Background: an optimization exercise with open tools, aiming at small area and a short achievable clock period. Do not read the settings as production practice.
At most, simulation tests tie the RTL to the original design; equivalence was not proved.
No activity file was given, so power comes from the tool's default toggle rates.

==> flow/design.v (excerpt) <==
module FP16_mcl(
    input [15:0] data1,
    input [15:0] data2,
    input rst,
    input input_valid,
    input clk,
    output reg [15:0] datanew,
    output reg output_update
    );
    reg        v1;
    reg        s1, inf1, zero1;
    reg [5:0]  esum1;
    reg [21:0] p;
    always @(posedge clk or posedge rst)
        if (rst) begin
            v1 <= 1'b0;
            output_update <= 1'b0;
        end else begin
            v1 <= input_valid;
            output_update <= v1;
        end
    always @(posedge clk) begin
        s1    <= data1[15] ^ data2[15];
        inf1  <= (&data1[14:10]) | (&data2[14:10]);
        zero1 <= ~(|data1[14:0]) | ~(|data2[14:0]);
        esum1 <= data1[14:10] + data2[14:10];
        p     <= {1'b1, data1[9:0]} * {1'b1, data2[9:0]};
    end
    wire        h    = p[21];
    wire [10:0] sig  = h ? p[21:11] : p[20:10];
    wire        rb   = h ? p[10] : p[9];
    wire        st   = h ? (|p[9:0]) : (|p[8:0]);
    wire        up   = rb & (sig[0] | st);
    wire [11:0] sr   = {1'b0, sig} + {11'd0, up};
    wire [6:0]  ef   = {1'b0, esum1} + {6'd0, h} + {6'd0, sr[11]};
    wire        sat  = inf1 | (ef >= 7'd46);
    wire        flz  = zero1 | (ef <= 7'd15);
    wire [4:0]  eo   = ef[4:0] + 5'd17;
  ...
Settings: LEC_CHECK=0, CAP_MARGIN=20, CORE_MARGIN=2, CORE_UTILIZATION=40, GPL_TIMING_DRIVEN=0, SLEW_MARGIN=20; clock period 5.5 ns.
run.sh (not shown) runs the stock make flow with config.mk's settings and CLKGATE_MAP_FILE= SYNTH_SCRIPT=/design/flow/synth_recipe.tcl, a recipe that flattens the netlist after the stock synthesis.
Next try:
CORE_UTILIZATION = 60   (was 40)
CTS_BUF_LIST = sky130_fd_sc_hd__clkbuf_4 sky130_fd_sc_hd__clkbuf_8   (was unset)
Synthesized cell count stays the same.
Via count shrinks by 0.45%.
Area after synthesis stays the same.
Final cell count fell by about 7%.
Sequential cell count stays the same.
Global-route usage goes up by 8.4 points.
Setup slack is worse by 35 ps.
Next try:
CORE_UTILIZATION = 40   (was 60)
CTS_BUF_LIST = unset   (was sky130_fd_sc_hd__clkbuf_4 sky130_fd_sc_hd__clkbuf_8)
GPL_TIMING_DRIVEN = unset   (was 0)
First-iteration DRC count rises by 44%.
Final area rises by 3.9%.
Worst setup slack improves by 22 ps.
Register-to-register slack degrades by 50 ps.
Die area rises by 48%.
No run of this note included a check of the RTL's function; only the layout flow was run.

========
01-11:
FP16_mcl, a different RTL version from the one above (not shown whole).
Size in the first run: roughly 640 cells after synthesis, ~69 flip-flops, roughly 0.0059 mm² of cells after synthesis.
clock: 5.5 ns
lec_check: 0
cap_margin: 20
core_margin: 2
core_utilization: 40
slew_margin: 20
01-11 finished every step from synthesis to the final layout, and the layout passed the timing, design-rule and antenna checks.
Inputs modified between 01-11 and 07-27:
-- flow/config.mk --
<<< 01-11, line 8
>>> 07-27, line 8
export ABC_CLOCK_PERIOD_IN_PS = 3500
<<< 01-11, line 10
export CORE_UTILIZATION = 40
>>> 07-27, line 11
export CORE_UTILIZATION = 60
export CTS_BUF_LIST = sky130_fd_sc_hd__clkbuf_4 sky130_fd_sc_hd__clkbuf_8
export SETUP_SLACK_MARGIN = 2.0
--- outcome ---
07-27 completed every stage of the flow, and the final layout passed the timing, design-rule and antenna checks.
07-27: cell area after placement is 35 µm² higher than what 01-11 reported.
07-27 vs 01-11 on setup slack: 07-27 is the higher one.
Looking only at arrival time of data at the critical path endpoint, and setting everything else aside, the higher value of 01-11 and 07-27 goes to 01-11.
Layout overhead on the synthesized area delta for 07-27 relative to 01-11: 9.5 points higher
Taking 01-11 as 1.0, 07-27 lands at 1.08 on cell area after layout.
Note that the footprint of the multi-input gates recorded for 07-27 amounts to 1.10 times the value seen in 01-11.
07-27 — non-clock buffer contribution to total cell area 3.7 points higher, 01-11 as reference
Function was not checked in any run of this note: the RTL went through the layout flow alone.

========
Another version of the RTL of FP16_mcl (not shown whole).
Size: ~52 I/O pins, ~8100 um^2 of cells after synthesis.
Design FP16_mcl, start of the top module:
module FP16_mcl(
    input [15:0] data1,
    input [15:0] data2,
    input rst,
    input input_valid,
    input clk,
    output reg [15:0] datanew,
    output reg output_update
    );
clock: 5.5 ns
lec_check: 0
abc_area: 1
cap_margin: 20
core_margin: 2
core_utilization: 60
cts_buf_list: sky130_fd_sc_hd__clkbuf_4 sky130_fd_sc_hd__clkbuf_8
setup_slack_margin: 3.35
slew_margin: 20
standard.sh (not shown) runs the stock make flow with config.mk's settings and CLKGATE_MAP_FILE= SYNTH_SCRIPT=/design/flow/synth_recipe.tcl, a recipe that flattens the netlist after the stock synthesis.
==> flow/flow/run.sh <==
#!/bin/bash
# The standard layout, with the port buffers made from the smallest buffer cell.
bash standard.sh 'BUFFER_PORTS_ARGS=-buffer_cell sky130_fd_sc_hd__buf_1' finish > standard.log 2>&1
Next try:
--- a/flow/config.mk
+++ b/flow/config.mk
@@ -13 +13,2 @@
-export SETUP_SLACK_MARGIN = 3.35
+export CTS_CLUSTER_DIAMETER = 20
+export SETUP_SLACK_MARGIN = 3.4
What happened: The changed run finished with timing, DRC and antenna clean. Cell area barely changes. Synthesized cell count does not change. Worst setup slack improves by 0.022 ns. Via count hardly moves. Die area does not change. Wire length hardly moves.
Next try:
--- a/flow/config.mk
+++ b/flow/config.mk
@@ -12,3 +12,2 @@
-export CTS_BUF_LIST = sky130_fd_sc_hd__clkbuf_4 sky130_fd_sc_hd__clkbuf_8
-export CTS_CLUSTER_DIAMETER = 20
-export SETUP_SLACK_MARGIN = 3.4
+export CTS_BUF_LIST = sky130_fd_sc_hd__clkbuf_16
+export SETUP_SLACK_MARGIN = 3.45
The new run went through all stages and came out clean.
Fmax climbs by 1.8%.
Critical path depth went up by 3.
Worst setup slack improved by 0.036 ns.
Next try:
--- a/flow/config.mk
+++ b/flow/config.mk
@@ -11,2 +11,2 @@
-export CORE_UTILIZATION = 60
-export CTS_BUF_LIST = sky130_fd_sc_hd__clkbuf_16
+export CORE_UTILIZATION = 75
+export CTS_BUF_LIST = sky130_fd_sc_hd__clkbuf_4 sky130_fd_sc_hd__clkbuf_8
=>
- sequential share of layout area is higher by 0.75 points
- clock skew stays flat
- total power fell slightly
- non-clock buffer count climbs by 2
- synthesized cell count stays the same
Next try:
--- a/flow/config.mk
+++ b/flow/config.mk
@@ -11 +11 @@
-export CORE_UTILIZATION = 75
+export CORE_UTILIZATION = 60
@@ -13 +13 @@
-export SETUP_SLACK_MARGIN = 3.45
+export SETUP_SLACK_MARGIN = 3.5
Cell area rises by 0.53%.
Cell count rises by 3.4%.
Worst setup slack gets better by 0.0041 ns.
Fmax barely changes.
Clock skew hardly moves.
Wire length falls by 10%.
Sequential share of layout area falls by 0.12 points.
Clock power falls by 4.4%.
Synthesized cell count is unchanged.
Next try:
--- a/flow/config.mk
+++ b/flow/config.mk
@@ -13 +13,2 @@
-export SETUP_SLACK_MARGIN = 3.5
+export PLACE_DENSITY = 0.92
+export SETUP_SLACK_MARGIN = 3.4
Effect:
- power increases by a few percent
- flip-flop and latch count does not change
- maximum frequency decreases slightly
- clock power increases by about a fifth
- final cell count hardly moves

========
FP16_mcl, a different RTL version from the one above (not shown whole).
For scale: roughly 180 flip-flops, about 52 I/O pins, ~8300 um^2 of cells after synthesis.
// FP16_mcl
module FP16_mcl(
    input [15:0] data1,
    input [15:0] data2,
    input rst,
    input input_valid,
    input clk,
    output reg [15:0] datanew,
    output reg output_update
    );
==> flow/config.mk <==
export PLATFORM = sky130hd
export DESIGN_NAME = FP16_mcl
export DESIGN_NICKNAME = FP16_mcl
export VERILOG_FILES = /design/flow/design.v
export SDC_FILE = /design/flow/constraint.sdc
export NUM_CORES = 4
export LEC_CHECK = 0
export ABC_AREA = 1
export CAP_MARGIN = 20
export CORE_MARGIN = 2
export CORE_UTILIZATION = 60
export CTS_BUF_LIST = sky130_fd_sc_hd__clkbuf_4 sky130_fd_sc_hd__clkbuf_8
export SETUP_SLACK_MARGIN = 3.45
export SLEW_MARGIN = 20
==> flow/constraint.sdc <==
create_clock -name core_clock -period 5.5 [get_ports {clk}]
set_input_delay 1.1000 -clock core_clock [delete_from_list [all_inputs] [get_ports {clk}]]
set_output_delay 1.1000 -clock core_clock [all_outputs]
set_load 0.01 [all_outputs]
Scripts as last shown in full above: flow/flow/run.sh
The first run completed with no timing, DRC or antenna violations.
Change:
Settings changed: SETUP_SLACK_MARGIN 3.45 to 3.4, TNS_END_PERCENT set to 10.
=>
- via count fell by 0.34%
- worst hold slack stays flat
- fmax goes down by 3.3%
- routed wire length is lower by 0.31%
- area after synthesis does not change
- cell count came out lower by 0.35%
- utilization is lower by 1.1 points
- worst setup slack loses 69 ps
- flip-flop and latch count is unchanged
- cell area drops by 1.7%
Change:
Settings changed: ABC_AREA 1 to 0, TNS_END_PERCENT 10 to unset.
Outcome: The changed run passed the timing, design-rule and antenna checks. Count of clock-buffer cells in the layout went up by 3. Core utilization went up by 1.3 points. Final area is higher by 2.3%. Power came out higher by about 8%. Worst setup slack loses 220 ps. Clock skew shrinks by 8.5 ps. First-iteration DRC count drops by about 10%. Global-route usage rose by 0.12 points.
Change:
Settings changed: ABC_AREA 0 to 1, CTS_BUF_LIST sky130_fd_sc_hd__clkbuf_4 sky130_fd_sc_hd__clkbuf_8 to sky130_fd_sc_hd__clkbuf_8, CTS_CLUSTER_SIZE set to 24.
The new run completed with no timing, DRC or antenna violations; area after synthesis is lower slightly; sequential cell count is unchanged; combinational power is lower by roughly a tenth; clock skew is higher by 9.9 ps.

========
## job 102
Another version of the RTL of FP16_mcl (not shown whole).
For scale: ~880 cells after synthesis, ~170 flip-flops, ~52 I/O pins.
==> flow/design.v (excerpt) <==
module FP16_mcl(
    input [15:0] data1,
    input [15:0] data2,
    input rst,
    input input_valid,
    input clk,
    output reg [15:0] datanew,
    output reg output_update
    );
    wire G1;
    wire G10;
    wire G11;
    wire G12;
    wire G13;
    wire G14;
    wire G15;
    wire G16;
    wire G17;
    wire G18;
    wire G19;
    wire G2;
    wire G20;
    wire G21;
    wire G22;
    wire G23;
    wire G24;
    wire G25;
    wire G26;
    wire G27;
    wire G28;
    wire G29;
    wire G3;
    wire G30;
    wire G31;
    wire G32;
    wire G33;
    wire G34;
    wire G35;
    wire G36;
    wire G37;
    wire G38;
    wire G39;
    wire G4;
    wire G5;
    wire G6;
    wire G7;
    wire G8;
    wire G9;
    wire P1;
    wire P10;
    wire P11;
    wire P12;
    wire P13;
    wire P14;
    wire P15;
    wire P16;
    wire P17;
    wire P18;
    wire P19;
    wire P2;
    wire P20;
    wire P21;
    wire P22;
    wire P4;
    wire all_k0;
    wire all_k1;
    wire any_k0;
    wire any_k1;
    wire bm5_0;
    wire bm5_1;
    wire bm5_10;
    wire bm5_11;
    wire bm5_2;
    wire bm5_3;
    wire bm5_4;
    wire bm5_5;
    wire bm5_6;
    wire bm5_7;
    wire bm5_8;
    wire bm5_9;
    wire bp0_0;
    wire bp0_1;
    wire bp0_10;
    wire bp0_11;
    wire bp0_2;
    wire bp0_3;
    wire bp0_4;
    wire bp0_5;
    wire bp0_6;
    wire bp0_7;
    wire bp0_8;
    wire bp0_9;
    wire bp1_0;
    wire bp1_1;
    wire bp1_10;
    wire bp1_11;
    wire bp1_2;
    wire bp1_3;
    wire bp1_4;
  ...
==> flow/config.mk <==
export PLATFORM = sky130hd
export DESIGN_NAME = FP16_mcl
export DESIGN_NICKNAME = FP16_mcl
export VERILOG_FILES = /design/flow/design.v
export SDC_FILE = /design/flow/constraint.sdc
export NUM_CORES = 4
export LEC_CHECK = 0
export ABC_AREA = 1
export CAP_MARGIN = 20
export CORE_MARGIN = 2
export CORE_UTILIZATION = 60
export CTS_BUF_LIST = sky130_fd_sc_hd__clkbuf_4 sky130_fd_sc_hd__clkbuf_8
export SETUP_SLACK_MARGIN = 3.45
export SLEW_MARGIN = 20
==> flow/constraint.sdc <==
create_clock -name core_clock -period 5.5 [get_ports {clk}]
set_input_delay 1.1000 -clock core_clock [delete_from_list [all_inputs] [get_ports {clk}]]
set_output_delay 1.1000 -clock core_clock [all_outputs]
set_load 0.01 [all_outputs]
Scripts as last shown in full above: flow/flow/run.sh
Job 102 finished every stage and its layout cleared the timing, design-rule and antenna checks.
--- input diff job 102..job 101 ---
Settings: swapping 3.45 for 3.55 in SETUP_SLACK_MARGIN.
==> comparison <==
Job 102 has lower final area than job 101. Count of plain and timing-repair buffers, job 101 vs job 102: up by more than 10%. Share of the core filled with cells: job 101 and job 102 compared, higher one is job 101. Per the comparison of job 101 with job 102, worst setup slack barely changed, standard cell core area barely changed, proportion of power drawn by combinational gates climbed 2.6 points, total power climbed 5.6%. Looking at job 101 and job 102, the first-pass GRT wire length is a wash. Going from job 102 to job 101, post-detailed-routing wire length grew by 2.9%; number of vias in the routed layout up 103.
Function was not checked in any run of this note: the RTL went through the layout flow alone.

========
Another version of the RTL of FP16_mcl (not shown whole).
For scale: about 860 cells after synthesis, roughly 170 flip-flops, roughly 52 I/O pins, ~8000 um2 of cells after synthesis.
Settings: LEC_CHECK=0, ABC_AREA=1, CAP_MARGIN=20, CORE_MARGIN=2, CORE_UTILIZATION=60, CTS_BUF_LIST=sky130_fd_sc_hd__clkbuf_4 sky130_fd_sc_hd__clkbuf_8, SETUP_SLACK_MARGIN=3.45, SLEW_MARGIN=20; clock period 5.5 ns.
Scripts as last shown in full above: flow/flow/run.sh
==> next run, changes <==
Settings changed: SETUP_SLACK_MARGIN 3.45 to 3.55.
=> The changed run produced a clean layout; clock skew came out higher by 0.0051 ns; first-iteration DRC count came out higher by a few percent; via count came out higher slightly; design area came out higher slightly; wire length came out higher slightly; non-clock buffer count came out higher by 4; worst hold slack stays flat.
==> next run, changes <==
Settings changed: CORE_UTILIZATION 60 to 50, SETUP_SLACK_MARGIN 3.55 to 3.45.
The changed run produced a clean layout; die area rises by 19%; utilization falls by 12 points; setup slack is worse by 0.013 ns; combinational power falls by about 3%.
==> next run, changes <==
Settings changed: CORE_UTILIZATION 50 to 60, SETUP_SLACK_MARGIN 3.45 to 3.4.
Result: Non-clock buffer count decreases by 1. Final area fell by 1.7%. Worst hold slack hardly moves. Count of clock-buffer cells in the layout is unchanged.

========
RTL: one of the versions met above, not the one the previous note started from.
Size in the first run: ~870 cells after synthesis, ~52 I/O pins, ~8100 um2 of cells after synthesis.
Design FP16_mcl, start of the top module:
module FP16_mcl(
    input [15:0] data1,
    input [15:0] data2,
    input rst,
    input input_valid,
    input clk,
    output reg [15:0] datanew,
    output reg output_update
    );
    wire G1;
    wire G10;
    wire G11;
    wire G12;
    wire G13;
    wire G14;
    wire G15;
    wire G16;
    wire G17;
    wire G18;
    wire G19;
    wire G20;
    wire G21;
    wire G22;
    wire G23;
    wire G24;
    wire G25;
    wire G26;
    wire G27;
    wire G28;
    wire G29;
    wire G3;
    wire G30;
    wire G31;
    wire G32;
    wire G33;
    wire G34;
    wire G35;
    wire G36;
    wire G37;
    wire G38;
    wire G39;
    wire G4;
    wire G40;
    wire G41;
    wire G42;
    wire G43;
    wire G5;
    wire G6;
    wire G7;
    wire G8;
    wire G9;
    wire P1;
    wire P10;
    wire P11;
    wire P12;
    wire P14;
    wire P15;
    wire P16;
    wire P17;
    wire P18;
    wire P19;
    wire P2;
    wire P20;
    wire P21;
    wire P22;
    wire P23;
    wire P24;
    wire P25;
    wire P26;
    wire P3;
    wire P4;
    wire P5;
    wire P6;
    wire P7;
    wire P8;
    wire P9;
    wire all_k0;
    wire all_k1;
  ...
clock: 5.5 ns
lec_check: 0
abc_area: 1
cap_margin: 20
core_margin: 2
core_utilization: 60
cts_buf_list: sky130_fd_sc_hd__clkbuf_4 sky130_fd_sc_hd__clkbuf_8
cts_cluster_diameter: 100
setup_slack_margin: 3.4
slew_margin: 20
Scripts as last shown in full above: flow/flow/run.sh
The starting point completed without violations.
Then changed:
--- a/flow/config.mk
+++ b/flow/config.mk
@@ -13 +13 @@
-export CTS_CLUSTER_DIAMETER = 100
+export PLACE_DENSITY = 0.8
The new run went through all stages and came out clean.
Routed wire length is about the same.
Total power increases by a few percent.
Sequential share of layout area drops by 0.34 points.
Register-to-register slack barely changes.
Core utilization climbs by 0.74 points.
Critical path depth went up by 3.
Synthesized area is unchanged.
Sequential power stays flat.
Maximum frequency grows slightly.
Then changed:
==> flow/flow/run.sh (replaced) <==
#!/bin/bash
# The standard layout, with the port buffers made from the smallest buffer
# cell and a clock tree built without dummy loads.
bash standard.sh 'BUFFER_PORTS_ARGS=-buffer_cell sky130_fd_sc_hd__buf_1' \
  'CTS_ARGS=-sink_clustering_enable -repair_clock_nets -buf_list {sky130_fd_sc_hd__clkbuf_4 sky130_fd_sc_hd__clkbuf_8} -dont_use_dummy_load' \
  finish > standard.log 2>&1
--- a/flow/config.mk
+++ b/flow/config.mk
@@ -13,2 +13 @@
-export PLACE_DENSITY = 0.8
-export SETUP_SLACK_MARGIN = 3.4
+export SETUP_SLACK_MARGIN = 3.5
What happened:
- cell count drops by 1.3%
- sequential power stays flat
- synthesized cell count is unchanged
- synthesized area does not change
- hold slack barely changes
- total power is lower by 7.9%
- maximum frequency climbs by 0.60%
- count of clock-buffer cells in the layout decreases by 1
- clock skew is higher by 20 ps
Then changed:
==> flow/flow/run.sh (replaced) <==
#!/bin/bash
# The standard layout, with the port buffers made from the smallest buffer cell.
bash standard.sh 'BUFFER_PORTS_ARGS=-buffer_cell sky130_fd_sc_hd__buf_1' finish > standard.log 2>&1
--- a/flow/config.mk
+++ b/flow/config.mk
@@ -13 +13 @@
-export SETUP_SLACK_MARGIN = 3.5
+export SETUP_SLACK_MARGIN = 3.3
The new run completed without violations.
Cell area increases by 0.44%.
Area after synthesis stays the same.
Sequential cell count is unchanged.
Wire length is higher by 1.3%.

-- re-timing with driven ports --
How much do the figures lean on ideal ports? The routed layouts below were timed once more, with nothing changed but the port constraints.
Step 1 sets driving cells, clkbuf_16 on the clock port and buf_2 on the other inputs (assumed; they add their load-dependent delay and slew).
Step 2, shift: input delay + t, output delay - t, t = (earliest + latest rising clock arrival at the registers) / 2. This alone moves slack from input paths to output paths.
Three values: ideal, step 1, step 2; two values: the first two.
| run | t, ns | setup slack, ns | worst data-port slew with drivers (ns) |
|---|---|---|---|
| the first run of note 1 | 0.320 | 0.136 / 0.133 / -0.187 | 0.06 |
| the second run of note 1 | 0.322 | 0.101 / 0.091 / -0.231 | 0.06 |
| the third run of note 1 | 0.324 | 0.124 / 0.131 / -0.193 | 0.04 |
| 01-11 | 0.378 | 0.419 / 0.419 / 0.419 | 0.04 |
| 07-27 | 0.378 | 1.054 / 1.054 / 1.054 | 0.05 |
| the first run of note 3 | 0.499 | 3.429 / 3.391 / 3.236 | 0.03 |
| the second run of note 3 | 0.498 | 3.451 / 3.412 / 3.222 | 0.03 |
| the third run of note 3 | 0.465 | 3.487 / 3.456 / 3.250 | 0.03 |
| the fourth run of note 3 | 0.492 | 3.443 / 3.424 / 3.190 | 0.04 |
| the fifth run of note 3 | 0.498 | 3.447 / 3.408 / 3.235 | 0.03 |
| the sixth run of note 3 | 0.514 | 3.432 / 3.409 / 3.223 | 0.04 |
| the first run of note 4 | 0.486 | 3.463 / 3.425 / 3.078 | 0.04 |
| the second run of note 4 | 0.490 | 3.394 / 3.356 / 3.083 | 0.04 |
| the third run of note 4 | 0.482 | 3.173 / 3.173 / 3.089 | 0.03 |
| the fourth run of note 4 | 0.489 | 3.458 / 3.421 / 3.084 | 0.04 |
| job 102 | 0.499 | 3.441 / 3.403 / 3.344 | 0.03 |
| job 101 | 0.500 | 3.440 / 3.403 / 3.337 | 0.03 |
| the first run of note 6 | 0.477 | 3.469 / 3.433 / 3.176 | 0.03 |
| the second run of note 6 | 0.476 | 3.473 / 3.437 / 3.222 | 0.03 |
| the third run of note 6 | 0.484 | 3.461 / 3.421 / 3.142 | 0.04 |
| the fourth run of note 6 | 0.478 | 3.469 / 3.434 / 3.160 | 0.03 |
| the first run of note 7 | 0.498 | 3.451 / 3.412 / 3.222 | 0.03 |
| the second run of note 7 | 0.499 | 3.460 / 3.427 / 3.258 | 0.03 |
| the third run of note 7 | 0.477 | 3.473 / 3.436 / 3.245 | 0.03 |
| the fourth run of note 7 | 0.497 | 3.431 / 3.392 / 3.236 | 0.03 |
With both steps, setup timing fails in the first run of note 1, the second run of note 1 and the third run of note 1, where it was met with ideal ports. For the first run of note 4, which loses most, drivers alone change the setup slack by -0.038 ns; drivers and shift together by -0.385 ns.
